Context: an optimization exercise on an open-source flow, tuned for small area. The choices shown serve that exercise and are no tape-out recipe.
Function was checked by simulation only, so behaviour that the tests miss may differ from the original.
Power is estimated from default activity; no workload was simulated.

$ cat flow/design.v
module fa_imux (input x0, x1, s, sn, output y);    
  assign y = ~((x0 | s) & (x1 | sn));
endmodule
module fa_nand2 (input a, b, output y);
  assign y = ~(a & b);
endmodule
module fa_nor2 (input a, b, output y);
  assign y = ~(a | b);
endmodule
module fa_xor2 (input a, b, output y);
  assign y = a ^ b;
endmodule
module fa_inv (input a, output y);
  assign y = ~a;
endmodule
module fa_andn (input a, b, output y);             
  assign y = a & ~b;
endmodule
module fa_xnor2 (input a, b, output y);
  assign y = ~(a ^ b);
endmodule
module fa_aoi21 (input a1, a2, b, output y);
  assign y = ~((a1 & a2) | b);
endmodule
module fa_oai21 (input a1, a2, b, output y);
  assign y = ~((a1 | a2) & b);
endmodule
module fa_ao21 (input a1, a2, b, output y);
  assign y = (a1 & a2) | b;
endmodule
module fa_and2 (input a, b, output y);
  assign y = a & b;
endmodule
module fa_nand3 (input a, b, c, output y);
  assign y = ~(a & b & c);
endmodule
module fa_nand4 (input a, b, c, d, output y);
  assign y = ~(a & b & c & d);
endmodule
module fa_nor3 (input a, b, c, output y);
  assign y = ~(a | b | c);
endmodule
module fa_nor4 (input a, b, c, d, output y);
  assign y = ~(a | b | c | d);
endmodule
module fa_aoi22 (input a1, a2, b1, b2, output y);
  assign y = ~((a1 & a2) | (b1 & b2));
endmodule
module fa_aoi222 (input a1, a2, b1, b2, c1, c2, output y);
  assign y = ~((a1 & a2) | (b1 & b2) | (c1 & c2));
endmodule
module fa_aoi221 (input a1, a2, b1, b2, c, output y);
  assign y = ~((a1 & a2) | (b1 & b2) | c);
endmodule
module fa_half (input a, b, output s, c);
  assign s = a ^ b;
  assign c = a & b;
endmodule
module fa_full (input a, b, ci, output s, co);
  assign s = a ^ b ^ ci;
  assign co = (a & b) | (ci & (a ^ b));
endmodule
module fa_exp1 (
  input [10:0] e1, e2,
  input s1, s2,
  output gt, gtn,
  output [4:0] s, sn,        
  output sela, selb,         
  output sl, sub
);
  genvar i;
  wire [10:0] g, h;
  generate
    for (i = 0; i < 11; i = i + 1) begin : lf
      fa_andn ug (.a(e1[i]), .b(e2[i]), .y(g[i]));
      fa_xnor2 uh (.a(e1[i]), .b(e2[i]), .y(h[i]));
    end
  endgenerate
  wire gn10, hn10, gn32, hn32, gn54, hn54, gn76, hn76, gn98, hn98;
  fa_aoi21 t0 (.a1(h[1]), .a2(g[0]), .b(g[1]), .y(gn10));
  fa_nand2 t1 (.a(h[1]), .b(h[0]), .y(hn10));
  fa_aoi21 t2 (.a1(h[3]), .a2(g[2]), .b(g[3]), .y(gn32));
  fa_nand2 t3 (.a(h[3]), .b(h[2]), .y(hn32));
  fa_aoi21 t4 (.a1(h[5]), .a2(g[4]), .b(g[5]), .y(gn54));
  fa_nand2 t5 (.a(h[5]), .b(h[4]), .y(hn54));
  fa_aoi21 t6 (.a1(h[7]), .a2(g[6]), .b(g[7]), .y(gn76));
  fa_nand2 t7 (.a(h[7]), .b(h[6]), .y(hn76));
  fa_aoi21 t8 (.a1(h[9]), .a2(g[8]), .b(g[9]), .y(gn98));
  fa_nand2 t9 (.a(h[9]), .b(h[8]), .y(hn98));
  wire g30, h30, g74, h74, gn70, gn90, g90;
  fa_oai21 t10 (.a1(hn32), .a2(gn10), .b(gn32), .y(g30));
  fa_nor2 t11 (.a(hn32), .b(hn10), .y(h30));
  fa_oai21 t12 (.a1(hn76), .a2(gn54), .b(gn76), .y(g74));
  fa_nor2 t13 (.a(hn76), .b(hn54), .y(h74));
  fa_aoi21 t14 (.a1(h74), .a2(g30), .b(g74), .y(gn70));
  fa_oai21 t15 (.a1(hn98), .a2(gn70), .b(gn98), .y(g90));
  fa_ao21 t16 (.a1(h[10]), .a2(g90), .b(g[10]), .y(gt));
  fa_aoi21 t17 (.a1(h[10]), .a2(g90), .b(g[10]), .y(gtn));
  wire [10:0] c;
  assign c[1] = g[0];
  generate
    for (i = 1; i < 10; i = i + 1) begin : rc
      fa_ao21 u (.a1(h[i]), .a2(c[i]), .b(g[i]), .y(c[i + 1]));
    end
  endgenerate
  wire [10:0] dsum;
  assign dsum[0] = h[0];
  generate
    for (i = 1; i < 11; i = i + 1) begin : ds
      fa_xor2 u (.a(h[i]), .b(c[i]), .y(dsum[i]));
    end
    for (i = 0; i < 5; i = i + 1) begin : sel
      fa_xnor2 u (.a(dsum[i]), .b(gt), .y(s[i]));
      fa_inv v (.a(s[i]), .y(sn[i]));
    end
  endgenerate
  fa_exp1s us (.dsum(dsum[10:5]), .gt(gt), .sela(sela), .selb(selb));
  wire sln;
  fa_imux usl (.x0(s2), .x1(s1), .s(gt), .sn(gtn), .y(sln));
  fa_inv usl2 (.a(sln), .y(sl));
  fa_xor2 usb (.a(s1), .b(s2), .y(sub));
endmodule
module fa_exp1s (input [10:5] dsum, input gt, output sela, selb);
  wire d5 = dsum[5] ^ ~gt;
  wire sat = gt ? |dsum[10:6] : ~&dsum[10:6];
  assign sela = ~sat & ~d5;
  assign selb = ~sat & d5;
endmodule
module fa_ctl3 (
  input [52:0] u,
  input [4:0] bc,
  input sub,
  output [4:0] cin,
  output neg, hi, mid, lo, zero
);
  wire [4:0] ones;
  wire [13:0] n;
  fa_nand4 a0 (.a(u[0]), .b(u[1]), .c(u[2]), .d(u[3]), .y(n[0]));
  fa_nand4 a1 (.a(u[4]), .b(u[5]), .c(u[6]), .d(u[7]), .y(n[1]));
  fa_nand3 a2 (.a(u[8]), .b(u[9]), .c(u[10]), .y(n[2]));
  fa_nor3 o0 (.a(n[0]), .b(n[1]), .c(n[2]), .y(ones[0]));
  fa_nand4 a3 (.a(u[11]), .b(u[12]), .c(u[13]), .d(u[14]), .y(n[3]));
  fa_nand4 a4 (.a(u[15]), .b(u[16]), .c(u[17]), .d(u[18]), .y(n[4]));
  fa_nand3 a5 (.a(u[19]), .b(u[20]), .c(u[21]), .y(n[5]));
  fa_nor3 o1 (.a(n[3]), .b(n[4]), .c(n[5]), .y(ones[1]));
  fa_nand4 a6 (.a(u[22]), .b(u[23]), .c(u[24]), .d(u[25]), .y(n[6]));
  fa_nand4 a7 (.a(u[26]), .b(u[27]), .c(u[28]), .d(u[29]), .y(n[7]));
  fa_nand3 a8 (.a(u[30]), .b(u[31]), .c(u[32]), .y(n[8]));
  fa_nor3 o2 (.a(n[6]), .b(n[7]), .c(n[8]), .y(ones[2]));
  fa_nand4 a9 (.a(u[33]), .b(u[34]), .c(u[35]), .d(u[36]), .y(n[9]));
  fa_nand3 a10 (.a(u[37]), .b(u[38]), .c(u[39]), .y(n[10]));
  fa_nand3 a11 (.a(u[40]), .b(u[41]), .c(u[42]), .y(n[11]));
  fa_nor3 o3 (.a(n[9]), .b(n[10]), .c(n[11]), .y(ones[3]));
  fa_nand4 a12 (.a(u[43]), .b(u[44]), .c(u[45]), .d(u[46]), .y(n[12]));
  fa_nand4 a13 (.a(u[47]), .b(u[48]), .c(u[49]), .d(u[50]), .y(n[13]));
  wire n5152, n51c;
  fa_nand2 a14 (.a(u[51]), .b(u[52]), .y(n5152));
  fa_nor3 o4 (.a(n[12]), .b(n[13]), .c(n5152), .y(ones[4]));
  wire [5:1] k;
  wire [4:0] c;
  assign k[1] = bc[0];
  fa_ao21 k2 (.a1(ones[1]), .a2(k[1]), .b(bc[1]), .y(k[2]));
  fa_ao21 k3 (.a1(ones[2]), .a2(k[2]), .b(bc[2]), .y(k[3]));
  fa_ao21 k4 (.a1(ones[3]), .a2(k[3]), .b(bc[3]), .y(k[4]));
  fa_ao21 k5 (.a1(ones[4]), .a2(k[4]), .b(bc[4]), .y(k[5]));
  fa_and2 c0 (.a(sub), .b(k[5]), .y(c[0]));
  fa_ao21 c1 (.a1(ones[0]), .a2(c[0]), .b(bc[0]), .y(c[1]));
  fa_ao21 c2 (.a1(ones[1]), .a2(c[1]), .b(bc[1]), .y(c[2]));
  fa_ao21 c3 (.a1(ones[2]), .a2(c[2]), .b(bc[2]), .y(c[3]));
  fa_ao21 c4 (.a1(ones[3]), .a2(c[3]), .b(bc[3]), .y(c[4]));
  assign cin = c;
  assign neg = c[0];
  wire r53, t52, x52, r52n, r52;
  fa_nor2 h0 (.a(sub), .b(k[5]), .y(r53));
  fa_nand2 t0 (.a(u[51]), .b(c[4]), .y(n51c));
  fa_nor3 t1 (.a(n[12]), .b(n[13]), .c(n51c), .y(t52));
  fa_xor2 x0 (.a(u[52]), .b(t52), .y(x52));
  fa_xor2 x1 (.a(x52), .b(neg), .y(r52n));
  fa_inv x2 (.a(r52n), .y(r52));
  assign hi = r53;
  fa_nor2 m0 (.a(r53), .b(r52n), .y(mid));
  fa_nor2 l0 (.a(r53), .b(r52), .y(lo));
  wire za, zb, zc, zd;
  fa_nand3 z0 (.a(ones[0]), .b(ones[1]), .c(ones[2]), .y(za));
  fa_nand3 z1 (.a(ones[3]), .b(ones[4]), .c(sub), .y(zb));
  fa_nor4 z2 (.a(za), .b(zb), .c(bc[0]), .d(bc[1]), .y(zc));
  fa_nor3 z3 (.a(bc[2]), .b(bc[3]), .c(bc[4]), .y(zd));
  fa_and2 z4 (.a(zc), .b(zd), .y(zero));
endmodule
module fa_exp3 (
  input [10:0] eln,
  input sl, neg, hi, mid, lo, zero,
  output [11:0] o
);
  wire [10:0] el = ~eln;
  wire [10:0] ex = hi ? el + 11'd1 : mid ? el : el - 11'd1;
  assign o = {(sl ^ neg) & ~zero, ex & {11{~zero}}};
endmodule
module floating_point_adder (f_in1, f_in2, f_out, clk);
input [63:0] f_in1, f_in2;
output reg [63:0] f_out;
input clk;
genvar i, j;
localparam NB = 5;
localparam [6*8-1:0] LOS = {8'd53, 8'd43, 8'd33, 8'd22, 8'd11, 8'd0};
function integer LO;
  input integer j;
  LO = LOS[j * 8 +: 8];
endfunction
wire gt, gtn, sela, selb, sl, sub;
wire [4:0] s, sn;
fa_exp1 ux (.e1(f_in1[62:52]), .e2(f_in2[62:52]), .s1(f_in1[63]), .s2(f_in2[63]),
            .gt(gt), .gtn(gtn), .s(s), .sn(sn), .sela(sela), .selb(selb),
            .sl(sl), .sub(sub));
wire [10:0] eln;
generate
  for (i = 0; i < 11; i = i + 1) begin : emux
    fa_imux g (.x0(f_in2[52 + i]), .x1(f_in1[52 + i]), .s(gt), .sn(gtn), .y(eln[i]));
  end
endgenerate
wire [51:0] mln;
generate
  for (i = 0; i < 52; i = i + 1) begin : amux
    fa_imux g (.x0(f_in2[i]), .x1(f_in1[i]), .s(gt), .sn(gtn), .y(mln[i]));
  end
endgenerate
wire [52:0] y0;
assign y0[52] = gt;
fa_nor2 uy51 (.a(gt), .b(f_in1[51]), .y(y0[51]));
generate
  for (i = 0; i < 51; i = i + 1) begin : ymux
    fa_imux g (.x0(f_in1[i]), .x1(f_in2[i + 1]), .s(gt), .sn(gtn), .y(y0[i]));
  end
endgenerate
wire [52:0] y1, y2, y3, y4, y5;
generate
  for (i = 0; i < 53; i = i + 1) begin : shl
    if (i + 1 < 53) begin : a0
      fa_imux g (.x0(y0[i]), .x1(y0[i + 1]), .s(s[0]), .sn(sn[0]), .y(y1[i]));
    end else begin : b0
      fa_nor2 g (.a(s[0]), .b(y0[i]), .y(y1[i]));
    end
    if (i + 2 < 53) begin : a1
      fa_imux g (.x0(y1[i]), .x1(y1[i + 2]), .s(s[1]), .sn(sn[1]), .y(y2[i]));
    end else begin : b1
      fa_nand2 g (.a(sn[1]), .b(y1[i]), .y(y2[i]));
    end
    if (i + 4 < 53) begin : a2
      fa_imux g (.x0(y2[i]), .x1(y2[i + 4]), .s(s[2]), .sn(sn[2]), .y(y3[i]));
    end else begin : b2
      fa_nor2 g (.a(s[2]), .b(y2[i]), .y(y3[i]));
    end
    if (i + 8 < 53) begin : a3
      fa_imux g (.x0(y3[i]), .x1(y3[i + 8]), .s(s[3]), .sn(sn[3]), .y(y4[i]));
    end else begin : b3
      fa_nand2 g (.a(sn[3]), .b(y3[i]), .y(y4[i]));
    end
    if (i + 16 < 53) begin : a4
      fa_imux g (.x0(y4[i]), .x1(y4[i + 16]), .s(s[4]), .sn(sn[4]), .y(y5[i]));
    end else begin : b4
      fa_nor2 g (.a(s[4]), .b(y4[i]), .y(y5[i]));
    end
  end
endgenerate
wire [52:0] bsn;
generate
  for (i = 0; i < 53; i = i + 1) begin : sh5
    if (i + 32 < 53) begin : a
      fa_aoi22 g (.a1(y5[i]), .a2(sela), .b1(y5[i + 32]), .b2(selb), .y(bsn[i]));
    end else begin : b
      fa_nand2 g (.a(y5[i]), .b(sela), .y(bsn[i]));
    end
  end
endgenerate
reg [51:0] s1_mln;
reg [52:0] s1_bsn;
reg [10:0] s1_eln;
reg s1_sl, s1_sub;
always @(posedge clk) begin
  s1_mln <= mln;
  s1_bsn <= bsn;
  s1_eln <= eln;
  s1_sl <= sl;
  s1_sub <= sub;
end
wire [52:0] b;
generate
  for (i = 0; i < 53; i = i + 1) begin : bx
    fa_xor2 g (.a(s1_bsn[i]), .b(s1_sub), .y(b[i]));
  end
endgenerate
wire [52:0] a = {1'b0, s1_mln};
wire addc = ~s1_sub;
wire [52:0] u;
wire [53:0] cy;
wire [NB-1:0] bc;
generate
  for (j = 0; j < NB; j = j + 1) begin : blk
    for (i = LO(j); i < LO(j + 1); i = i + 1) begin : ad
      if (i == 0) begin : c
        fa_full g (.a(a[i]), .b(b[i]), .ci(addc), .s(u[i]), .co(cy[i + 1]));
      end else if (i == LO(j)) begin : h
        fa_half g (.a(a[i]), .b(b[i]), .s(u[i]), .c(cy[i + 1]));
      end else if (i == 52) begin : t       
        fa_half g (.a(b[i]), .b(cy[i]), .s(u[i]), .c(cy[i + 1]));
      end else begin : f
        fa_full g (.a(a[i]), .b(b[i]), .ci(cy[i]), .s(u[i]), .co(cy[i + 1]));
      end
    end
    assign bc[j] = cy[LO(j + 1)];
  end
endgenerate
reg [52:0] s2_u;
reg [NB-1:0] s2_bc;
reg [10:0] s2_eln;
reg s2_sl, s2_sub;
always @(posedge clk) begin
  s2_u <= u;
  s2_bc <= bc;
  s2_eln <= s1_eln;
  s2_sl <= s1_sl;
  s2_sub <= s1_sub;
end
wire [NB-1:0] cin;
wire neg, hi, mid, lo, zero;
fa_ctl3 uc (.u(s2_u), .bc(s2_bc), .sub(s2_sub), .cin(cin),
            .neg(neg), .hi(hi), .mid(mid), .lo(lo), .zero(zero));
wire [52:0] sm, rn;
wire [52:0] t;
generate
  for (j = 0; j < NB; j = j + 1) begin : inc
    assign t[LO(j)] = cin[j];
    for (i = LO(j); i < LO(j + 1); i = i + 1) begin : b
      if (i + 1 < LO(j + 1)) begin : h
        fa_half g (.a(s2_u[i]), .b(t[i]), .s(sm[i]), .c(t[i + 1]));
      end else begin : e
        fa_xor2 g (.a(s2_u[i]), .b(t[i]), .y(sm[i]));
      end
      fa_xor2 x (.a(sm[i]), .b(neg), .y(rn[i]));
    end
  end
endgenerate
wire [51:0] mant;
fa_aoi221 um0 (.a1(hi), .a2(rn[1]), .b1(mid), .b2(rn[0]), .c(lo), .y(mant[0]));
generate
  for (i = 1; i < 52; i = i + 1) begin : nrm
    fa_aoi222 g (.a1(hi), .a2(rn[i + 1]), .b1(mid), .b2(rn[i]), .c1(lo), .c2(rn[i - 1]),
                 .y(mant[i]));
  end
endgenerate
wire [11:0] se;
fa_exp3 ue (.eln(s2_eln), .sl(s2_sl), .neg(neg), .hi(hi), .mid(mid), .lo(lo), .zero(zero), .o(se));
always @(posedge clk)
  f_out <= {se, mant};
endmodule
$ cat flow/flow/run.sh
#!/bin/bash
# The standard layout (standard.sh), with these changes to how it is made:
#  - every port still gets its own buffer, a small one (buf_1);
#  - extra make settings in flow/extra.args, one per line, are passed to make:
#    CTS_ARGS (small clkbuf_4 clusters, no dummy loads) and DONT_USE_CELLS (the
#    platform's list plus the largest buffers and inverters, so that repair
#    builds fanout trees from small buffers). The standard flow writes each
#    tool's log under orfs/logs; make's own output goes to make_finish.log.
set -euo pipefail
cp -r "$FLOW_HOME/scripts" ./scripts_own
cp flow/abc_area.script scripts_own/abc_area.script
extra=()
if [[ -f flow/extra.args ]]; then
  while IFS= read -r line; do [[ -n "$line" ]] && extra+=("$line"); done < flow/extra.args
fi
bash standard.sh SCRIPTS_DIR="$PWD/scripts_own" \
  BUFFER_PORTS_ARGS="-buffer_cell sky130_fd_sc_hd__buf_1" "${extra[@]}" finish \
  > make_finish.log 2>&1
test -s out/final.def
$ cat flow/flow/abc_area.script
strash
dc2
dch
amap
topo
stime -c
$ cat flow/flow/extra.args
CTS_ARGS=-sink_clustering_enable -repair_clock_nets -dont_use_dummy_load -buf_list sky130_fd_sc_hd__clkbuf_4 -sink_clustering_size 11 -sink_clustering_max_diameter 42
DONT_USE_CELLS=sky130_fd_sc_hd__probe_p_8 sky130_fd_sc_hd__probec_p_8 sky130_fd_sc_hd__lpflow_bleeder_1 sky130_fd_sc_hd__lpflow_clkbufkapwr_1 sky130_fd_sc_hd__lpflow_clkbufkapwr_16 sky130_fd_sc_hd__lpflow_clkbufkapwr_2 sky130_fd_sc_hd__lpflow_clkbufkapwr_4 sky130_fd_sc_hd__lpflow_clkbufkapwr_8 sky130_fd_sc_hd__lpflow_clkinvkapwr_1 sky130_fd_sc_hd__lpflow_clkinvkapwr_16 sky130_fd_sc_hd__lpflow_clkinvkapwr_2 sky130_fd_sc_hd__lpflow_clkinvkapwr_4 sky130_fd_sc_hd__lpflow_clkinvkapwr_8 sky130_fd_sc_hd__lpflow_decapkapwr_12 sky130_fd_sc_hd__lpflow_decapkapwr_3 sky130_fd_sc_hd__lpflow_decapkapwr_4 sky130_fd_sc_hd__lpflow_decapkapwr_6 sky130_fd_sc_hd__lpflow_decapkapwr_8 sky130_fd_sc_hd__lpflow_inputiso0n_1 sky130_fd_sc_hd__lpflow_inputiso0p_1 sky130_fd_sc_hd__lpflow_inputiso1n_1 sky130_fd_sc_hd__lpflow_inputiso1p_1 sky130_fd_sc_hd__lpflow_inputisolatch_1 sky130_fd_sc_hd__lpflow_isobufsrc_1 sky130_fd_sc_hd__lpflow_isobufsrc_16 sky130_fd_sc_hd__lpflow_isobufsrc_2 sky130_fd_sc_hd__lpflow_isobufsrc_4 sky130_fd_sc_hd__lpflow_isobufsrc_8 sky130_fd_sc_hd__lpflow_isobufsrckapwr_16 sky130_fd_sc_hd__lpflow_lsbuf_lh_hl_isowell_tap_1 sky130_fd_sc_hd__lpflow_lsbuf_lh_hl_isowell_tap_2 sky130_fd_sc_hd__lpflow_lsbuf_lh_hl_isowell_tap_4 sky130_fd_sc_hd__lpflow_lsbuf_lh_isowell_4 sky130_fd_sc_hd__lpflow_lsbuf_lh_isowell_tap_1 sky130_fd_sc_hd__lpflow_lsbuf_lh_isowell_tap_2 sky130_fd_sc_hd__lpflow_lsbuf_lh_isowell_tap_4 sky130_fd_sc_hd__buf_6 sky130_fd_sc_hd__buf_8 sky130_fd_sc_hd__buf_12 sky130_fd_sc_hd__buf_16 sky130_fd_sc_hd__bufbuf_8 sky130_fd_sc_hd__bufbuf_16 sky130_fd_sc_hd__bufinv_8 sky130_fd_sc_hd__bufinv_16 sky130_fd_sc_hd__clkbuf_16 sky130_fd_sc_hd__inv_6 sky130_fd_sc_hd__inv_8 sky130_fd_sc_hd__inv_12 sky130_fd_sc_hd__inv_16 sky130_fd_sc_hd__clkinv_8 sky130_fd_sc_hd__clkinv_16
$ cat flow/standard.sh
#!/bin/bash
# synth_recipe.tcl (not shown) runs the flow's synth.tcl, then flattens the netlist and writes it again
# the make line also repeats each setting of config.mk as NAME=value (left out here)
make -C /OpenROAD-flow-scripts/flow DESIGN_CONFIG=/design/flow/config.mk WORK_HOME=/design/flow/orfs CLKGATE_MAP_FILE= SYNTH_SCRIPT=/design/flow/synth_recipe.tcl "${@:-finish}"
$ cat flow/config.mk
export PLATFORM = sky130hd
export DESIGN_NAME = floating_point_adder
export DESIGN_NICKNAME = floating_point_adder
export VERILOG_FILES = /design/flow/design.v
export SDC_FILE = /design/flow/constraint.sdc
export NUM_CORES = 4
export LEC_CHECK = 0
export ABC_AREA = 1
export CAP_MARGIN = 0
export CORE_MARGIN = 2
export CORE_UTILIZATION = 56
export GPL_TIMING_DRIVEN = 0
export SLEW_MARGIN = 0
export SYNTH_HIERARCHICAL = 1
$ cat flow/constraint.sdc
create_clock -name core_clock -period 6.0 [get_ports {clk}]
set_input_delay 1.2000 -clock core_clock [delete_from_list [all_inputs] [get_ports {clk}]]
set_output_delay 1.2000 -clock core_clock [all_outputs]
set_load 0.01 [all_outputs]
==> flow_summary_export.csv, run 1 <==
group,metric,value,unit
floorplan,row_count,53,
floorplan,io-pin-count,193,
cells_and_area,drive_above_1_share,4.52,%
worst_setup_path,path_delay_family,"adder cells",
timing,relSlewSlack,9.60,%
global_route,grt_usage,31.6,%
timing,skew,60.2,ps
synth,yosysWarnings,7,
worst_setup_path,cpPeakStageDelay,630,ps
timing,worst_slew_pin_slew,1360,ps
drt,wl_per_cell,20.4,um
power_and_ir_drop,p_leak,0.00499,uW
global_route,grt_overflow,0,
cells_and_area,area_growth,13.2,%
power_and_ir_drop,peakVddDrop,0.000193,V
worst_setup_path,cp_slowest_cell,"dfxtp_4",
place,post-place-cells,1763,
clock_tree,cts_hold_repair.buffers,0,
synth,syn_inst,1284,
synth,synth_seq_cells,253,
clock_tree,clk_path_buf_depth,3,
floorplan,core,21000,um^2
drt,ant_nets,0,
synth,syn_nets,1516,
timing,fmax,173,MHz
cells_and_area,utilization,64.3,%
drt,num_vias,11726,
drt,first_pass_iters,9,
drt,drtIter0Drc,1373,
floorplan,die_width,150,um
drt,drc_errors,0,
global_route,grt_max_degree,113,
synth,yosys.area.top_type,"dfxtp_1",
cells_and_area,num-fill-cells,1936,
worst_setup_path,endpoint_kind,"flop",
timing,hold_viol_final,0,
synth,ys_seq_area_share,42.6,%
timing,holdWs,325,ps
synth,yosysUniqueCellTypes,27,
timing,setup_violations,0,
timing,slew_violations,0,
power_and_ir_drop,power.density,387,nW/um^2
synth,synth.most_common_cell,"o22ai_1",
worst_setup_path,required,6510,ps
clock_tree,clk_pin_slew,110,ps
synth,synth_edf_count,0,
synth,avgSynthCellArea,9.27,um^2
synth,yosysTopAreaCellShare,42.6,%
drt,wl,36800,um
worst_setup_path,path_buf_inv,1,
synth,synthesis.area,11900,um^2
place,numPortBuffers,192,
floorplan,die_y,150,um
global_route,grt_pass1_vias,10472,
synth,synth_commonest_cells,"o22ai_1 (349), dfxtp_1 (253), nor2_1 (164)",
hold_path,hp-class,"reg -> reg",
place,place_congestion,0.943,
job,drv_cap,0,
drt,vias_per_cell,6.50,
floorplan,dieArea,22400,um^2
synth,synth-main-ff-cell,"dfxtp_1",
floorplan,start_util,56.8,%
worst_setup_path,worstPathMaxFanout,68,
cells_and_area,final_nets,1760,
worst_setup_path,cp-start-kind,"flop",
timing,finalSetupTns,0,ps
worst_setup_path,path_cells,"buf_4, a21oi_1, ha_1, fa_1, fa_1, fa_1, fa_1, fa_1, fa_1, fa_1, fa_1, fa_1, fa_1",
worst_setup_path,worst_ep_arrival_time,6280,ps
clock_tree,clk_latency,620,ps
worst_setup_path,crit_top_cell,"fa_1",
clock_tree,clock-sinks,253,
place,place_hpwl,26200,um
synth,synth-async-reset-ratio,0,%
cells_and_area,finalNonFillerCells,1803,
synth,synthTopCellsByArea,"dfxtp_1 (43%), o22ai_1 (18%), fa_1 (8.1%)",
global_route,antenna_found_initial,1,
timing,finalCritPeriodShare,96.2,%
global_route,grt_pass1_wl,55200,um
clock_tree,cts-root-buf,"clkbuf_4",
run_status,status,"no timing/DRC/antenna violations",
timing,fin_crit,5770,ps
timing,rsz0062_at_grt,"false",
clock_tree,cts_buffers,34,
worst_setup_path,path_class,"reg -> reg",
clock_tree,htreeDepth,2,
clock_tree,cts_tree,"yes",
[sequential cells by signal (all words and copies together), names as in the netlist, 5 cells and up]
| name | cells |
|---|---|
| f_out | 64 |
| s1_bsn | 53 |
| s2_u | 53 |
| s1_mln | 52 |
| s1_eln | 11 |
| s2_eln | 11 |
| s2_bc | 5 |
[kinds of logic after synthesis]
group | Yosys count | share of synthesized area [%]
buffers and inverters | 25 | 0.820
AND/OR/NAND/NOR | 286 | 9.85
flip-flops | 253 | 42.6
AO/OA/AOI/OAI | 617 | 32.9
adder cells (fa/ha/maj) | 103 | 13.9
[cells in the final DEF (no fill, tap or decap), types with 8 or more instances in the layout]
| cell type | instances |
|---|---|
| o22ai_1 | 349 |
| clkinv_1 | 20 |
| ha_1 | 55 |
| dfxtp_1 | 252 |
| nand3_1 | 10 |
| clkbuf_4 | 34 |
| a21oi_1 | 135 |
| buf_4 | 13 |
| nand4_1 | 10 |
| buf_1 | 192 |
| a22oi_1 | 21 |
| a21o_1 | 17 |
| nor2_1 | 160 |
| fa_1 | 48 |
| o21ai_0 | 20 |
| nand2_1 | 71 |
| a222oi_1 | 51 |
| nor3_1 | 13 |
| nor2b_1 | 11 |
| a211oi_1 | 8 |
[layer usage]
layer | track usage (%) | share of wire (%) | vias to the layer above
met1 | 45.7 | 44 | 5391
met5 | 0 | 0 | -
met2 | 49.0 | 44 | 612
met4 | 8.07 | 2.4 | 0
li1 | - | - | 5644
met3 | 6.13 | 9.6 | 79
[power by group]
| part | switching [uW] | internal (uW) | total [uW] |
|---|---|---|---|
| Combinational | 1370 | 759 | 2130 |
| Clock | 522 | 262 | 784 |
| Sequential | 203 | 2090 | 2290 |
[Yosys stat by module, one instance, submodules excluded, excerpt]
module | area [um^2] | cells inside | flip-flops and latches
fa_half | 12.5 | 1 | 0
fa_imux | 6.26 | 1 | 0
fa_full | 20.0 | 1 | 0
fa_and2 | 6.26 | 1 | 0
fa_nor3 | 5.00 | 1 | 0
fa_andn | 6.26 | 1 | 0
fa_nand3 | 5.00 | 1 | 0
fa_nor4 | 6.26 | 1 | 0
fa_aoi22 | 7.51 | 1 | 0
[area by class of cell]
cell class / count / area (um^2) / area share (%)
Clock buffer: 34 / 255 / 1.90
Multi-Input combinational cell: 1010 / 6880 / 51.1
Tap cell: 275 / 344 / 2.56
Inverter: 24 / 95.1 / 0.706
Buffer: 1 / 7.51 / 0.0557
Antenna cell: 2 / 5.00 / 0.0372
Sequential cell: 253 / 5070 / 37.6
Timing Repair Buffer: 204 / 811 / 6.02
[path summary, 6_finish.rpt]
kind                startpoint                end  slack, ps  cells after the start
min reg2reg  s1_eln[4]$_DFF_P_  s2_eln[4]$_DFF_P_        330                      0
max             s1_sub$_DFF_P_   s2_u[32]$_DFF_P_        230                     13
max reg2reg     s1_sub$_DFF_P_   s2_u[32]$_DFF_P_        230                     13
min          s1_eln[4]$_DFF_P_  s2_eln[4]$_DFF_P_        330                      0
[through the flow]
step | instance area (um^2) | total power, uW | setup WS, ps
after floorplan | 11900 | 3680 | 3.30
after global placement | 13000 | 4320 | -2340
after detailed placement | 13200 | 4370 | -1310
after CTS | 13400 | 5170 | 109
after global routing | 13500 | 5570 | 5.51
final | 13500 | 5210 | 228
[what timing repair did]
action / CTS / global route
gates cloned: 2 / 2
endpoints found under the hold margin: 0 / 0
buffers inserted: 0 / 0
gates resized for setup: 2 / 1
setup endpoints to repair: 49 / 56
==> run 2, diff against run 1 <==
--- a/flow/config.mk
+++ b/flow/config.mk
@@ -10,3 +10,3 @@
 export CORE_MARGIN = 2
-export CORE_UTILIZATION = 56
+export CORE_UTILIZATION = 62
 export GPL_TIMING_DRIVEN = 0
==> flow_summary_export.csv, run 2 <==
group,metric,value,unit
run_status,status,"no timing/DRC/antenna violations",
synth,synth-async-reset-ratio,0,%
drt,num_vias,11883,
global_route,grt_pass1_vias,10305,
synth,synth_seq_cells,253,
power_and_ir_drop,peakVddDrop,0.000209,V
worst_setup_path,cpPeakStageDelay,920,ps
power_and_ir_drop,power.total,5180,uW
drt,first_pass_iters,7,
clock_tree,clk_latency,720,ps
cells_and_area,num-fill-cells,1499,
worst_setup_path,endpoint_kind,"flop",
timing,relSlewSlack,5.29,%
clock_tree,clk_pin_slew,110,ps
timing,fin_crit,5670,ps
worst_setup_path,required,6570,ps
floorplan,row_count,50,
global_route,antenna_found_initial,2,
timing,worst_slew_pin_slew,1420,ps
floorplan,die_width,143,um
clock_tree,cts_buffers,30,
synth,synth_xor_area_share,0,%
clock_tree,cts_tree,"yes",
synth,yosysTopAreaCellShare,42.6,%
synth,avgSynthCellArea,9.27,um^2
synth,synth_top_family_by_area,"compound AO/OA/AOI/OAI gates",
synth,synth_edf_count,0,
cells_and_area,design_area,13400,um^2
worst_setup_path,crit_top_cell,"o21ai_0",
global_route,grt_overflow,0,
drt,drc_errors,0,
timing,finalCritPeriodShare,94.5,%
worst_setup_path,worstPathMaxFanout,53,
place,place_area,13100,um^2
floorplan,start_util,63.4,%
power_and_ir_drop,power.density,386,nW/um^2
cells_and_area,final_cell_mix,"o22ai_1 (349), dfxtp_1 (252), buf_1 (192)",
cells_and_area,multi_input_area,6880,um^2
worst_setup_path,cp_slowest_cell,"o21ai_0",
floorplan,io-pin-count,193,
synth,synthTopCellsByArea,"dfxtp_1 (43%), o22ai_1 (18%), fa_1 (8.1%)",
cells_and_area,regMostFlops,"f_out",
synth,syn_inst,1284,
cells_and_area,final_nets,1756,
synth,synthAdderAreaFrac,13.9,%
synth,synth-simple-area-share,9.85,%
drt,wl_per_cell,21.0,um
synth,synth_compound_area_share,32.9,%
floorplan,die_y,143,um
synth,yosys.area.top_type,"dfxtp_1",
synth,yosysWarnings,7,
synth,yosysUniqueCellTypes,27,
global_route,grt_max_degree,131,
clock_tree,clk_path_buf_depth,3,
global_route,grt_usage,33.7,%
worst_setup_path,path_cells,"buf_1, o21ai_0, a21oi_1, o21ai_0, a21oi_1, o21ai_0, a21o_4, nand2_1, o21ai_4, buf_4, clkinv_2, o22ai_1, o22ai_1, a22oi_1",
synth,synth_commonest_cells,"o22ai_1 (349), dfxtp_1 (253), nor2_1 (164)",
cells_and_area,seqCellArea,5070,um^2
job,drv_cap,0,
drt,ant_nets,0,
timing,setup_violations,0,
worst_setup_path,path_class,"in -> reg",
global_route,grt_pass1_wl,53900,um
clock_tree,cts-root-buf,"clkbuf_4",
power_and_ir_drop,p_leak,0.00497,uW
cells_and_area,drive_above_1_share,4.34,%
drt,drtIter0Drc,1568,
synth,synthesis.area,11900,um^2
clock_tree,htreeDepth,1,
place,place_hpwl,26100,um
cells_and_area,area_growth,12.5,%
timing,fmax,176,MHz
worst_setup_path,cp-start-kind,"input port",
hold_path,hp-class,"reg -> reg",
worst_setup_path,worst_ep_arrival_time,6240,ps
synth,syn_nets,1516,
cells_and_area,largest_reg_flops,64,
clock_tree,clock-sinks,253,
floorplan,core,18800,um^2
timing,skew,107,ps
place,place_congestion,0.969,
synth,synthMuxAreaShare,0,%
cells_and_area,layout_commonest_cell,"o22ai_1",
drt,wl,36900,um
synth,synth.most_common_cell,"o22ai_1",
floorplan,dieArea,20300,um^2
place,numPortBuffers,192,
synth,synth-main-ff-cell,"dfxtp_1",
timing,slew_violations,0,
clock_tree,cts_hold_repair.buffers,0,
timing,hold_viol_final,0,
cells_and_area,top_regs,"f_out x64, s1_bsn x53, s2_u x53",
synth,ys_seq_area_share,42.6,%
timing,rsz0062_at_grt,"false",
drt,vias_per_cell,6.76,
## run 2: kinds of logic after synthesis
| family | count (synthesis) |
|---|---|
| buf+inv | 25 |
| fa+ha+maj | 103 |
| flops | 253 |
| simple gates | 286 |
| compound gates | 617 |
## run 2: worst paths after layout
check | startpoint | end | slack (ps) | cells after the start
worst max register to register | s1_sub$_DFF_P_ | s2_u[10]$_DFF_P_ | 450 | 12
worst min-delay path | s1_eln[5]$_DFF_P_ | s2_eln[5]$_DFF_P_ | 290 | 0
worst max-delay path | f_in2[53] | s1_bsn[19]$_DFF_P_ | 330 | 14
worst min register to register | s1_eln[5]$_DFF_P_ | s2_eln[5]$_DFF_P_ | 290 | 0
## run 2: where the power goes
part / internal, uW / switching (uW)
sequential: 2090 / 197
combinational: 761 / 1380
clock: 228 / 517
total: 3080 / 2100
## run 2: layer usage
metal	track usage, %	vias to the layer above	part of all wire (%)
met1	50.3	5418	43
met4	7.76	0	2.5
met2	51.9	727	45
met5	0	-	0
met3	4.88	85	10
li1	-	5653	-
## run 2: modules after synthesis (local to each module, per instance), excerpt
| module | cell area [um^2] | flops+latches | copies in the design |
|---|---|---|---|
| fa_nand2 | 3.75 | 0 | 48 |
| fa_aoi222 | 10.0 | 0 | 51 |
| fa_exp1s | 51.3 | 0 | 1 |
| fa_imux | 6.26 | 0 | 349 |
| fa_nor4 | 6.26 | 0 | 1 |
| fa_full | 20.0 | 0 | 48 |
| fa_andn | 6.26 | 0 | 11 |
| fa_aoi21 | 5.00 | 0 | 7 |
| fa_half | 12.5 | 0 | 53 |
## run 2: layout make-up
| type | instances | area share [%] |
|---|---|---|
| diodes | 2 | 0.0374 |
| plain buffers | 1 | 0.0561 |
| clock buffers | 30 | 1.68 |
| inverters | 24 | 0.757 |
| multi-input cells | 1010 | 51.4 |
| flip-flops and latches | 253 | 37.8 |
| well taps | 234 | 2.19 |
| repair buffers | 204 | 6.05 |
## run 2: stage by stage
step | utilization (%) | hold WS [ps] | TNS [ps] | cells | setup slack [ps]
floorplan | - | 310 | 0 | 1284 | 3.30
global placement | 69.0 | 312 | -166420 | 1710 | -2130
detailed placement | 69.9 | 315 | -39400 | 1721 | -944
CTS | 71.1 | 282 | 0 | 1751 | 88.6
global route | 71.3 | 260 | 0 | 1757 | 90.1
finish | 71.4 | 290 | 0 | 1758 | 330
## run 2: critical path, delay by kind of cell
family,cells,cell delay [ps]
AOI/OAI and AO/OA,10,3670
and+or+nand+nor,1,180
buffers and inverters,3,1160
## run 2: repair_timing
action                     CTS  global route
setup endpoints to repair   33            63
gates resized for setup      2             3
cloned                       0             4
buffers inserted             0             1
pin swaps                    0             0

[separate check: timing with driven ports]
Ports are ideal in the flow. The routed layouts listed here were re-timed in OpenROAD.
Step 1: set_driving_cell puts a clkbuf_16 on clk and a buf_2 on each other input, an assumption about the parent block.
Step 2 times the ports against the registers' clock, not the clock port: input delays grow and output delays shrink by t, the midpoint of the rising clock arrivals with the driver on.
Slacks: no drivers / after step 1 / after step 2; pairs: no drivers / after step 1.
run | t, ns | setup slack, ns | worst slew at a driven data input, ns
run 1 | 0.639 | 0.228 / 0.228 / -0.295 | 0.07
run 2 | 0.709 | 0.330 / 0.346 / -0.363 | 0.06
Met with ideal ports but missed after step 2: setup timing in run 1 and run 2. The setup slack of run 2, which loses most, moves by +0.016 ns with the drivers and by -0.693 ns with both steps.
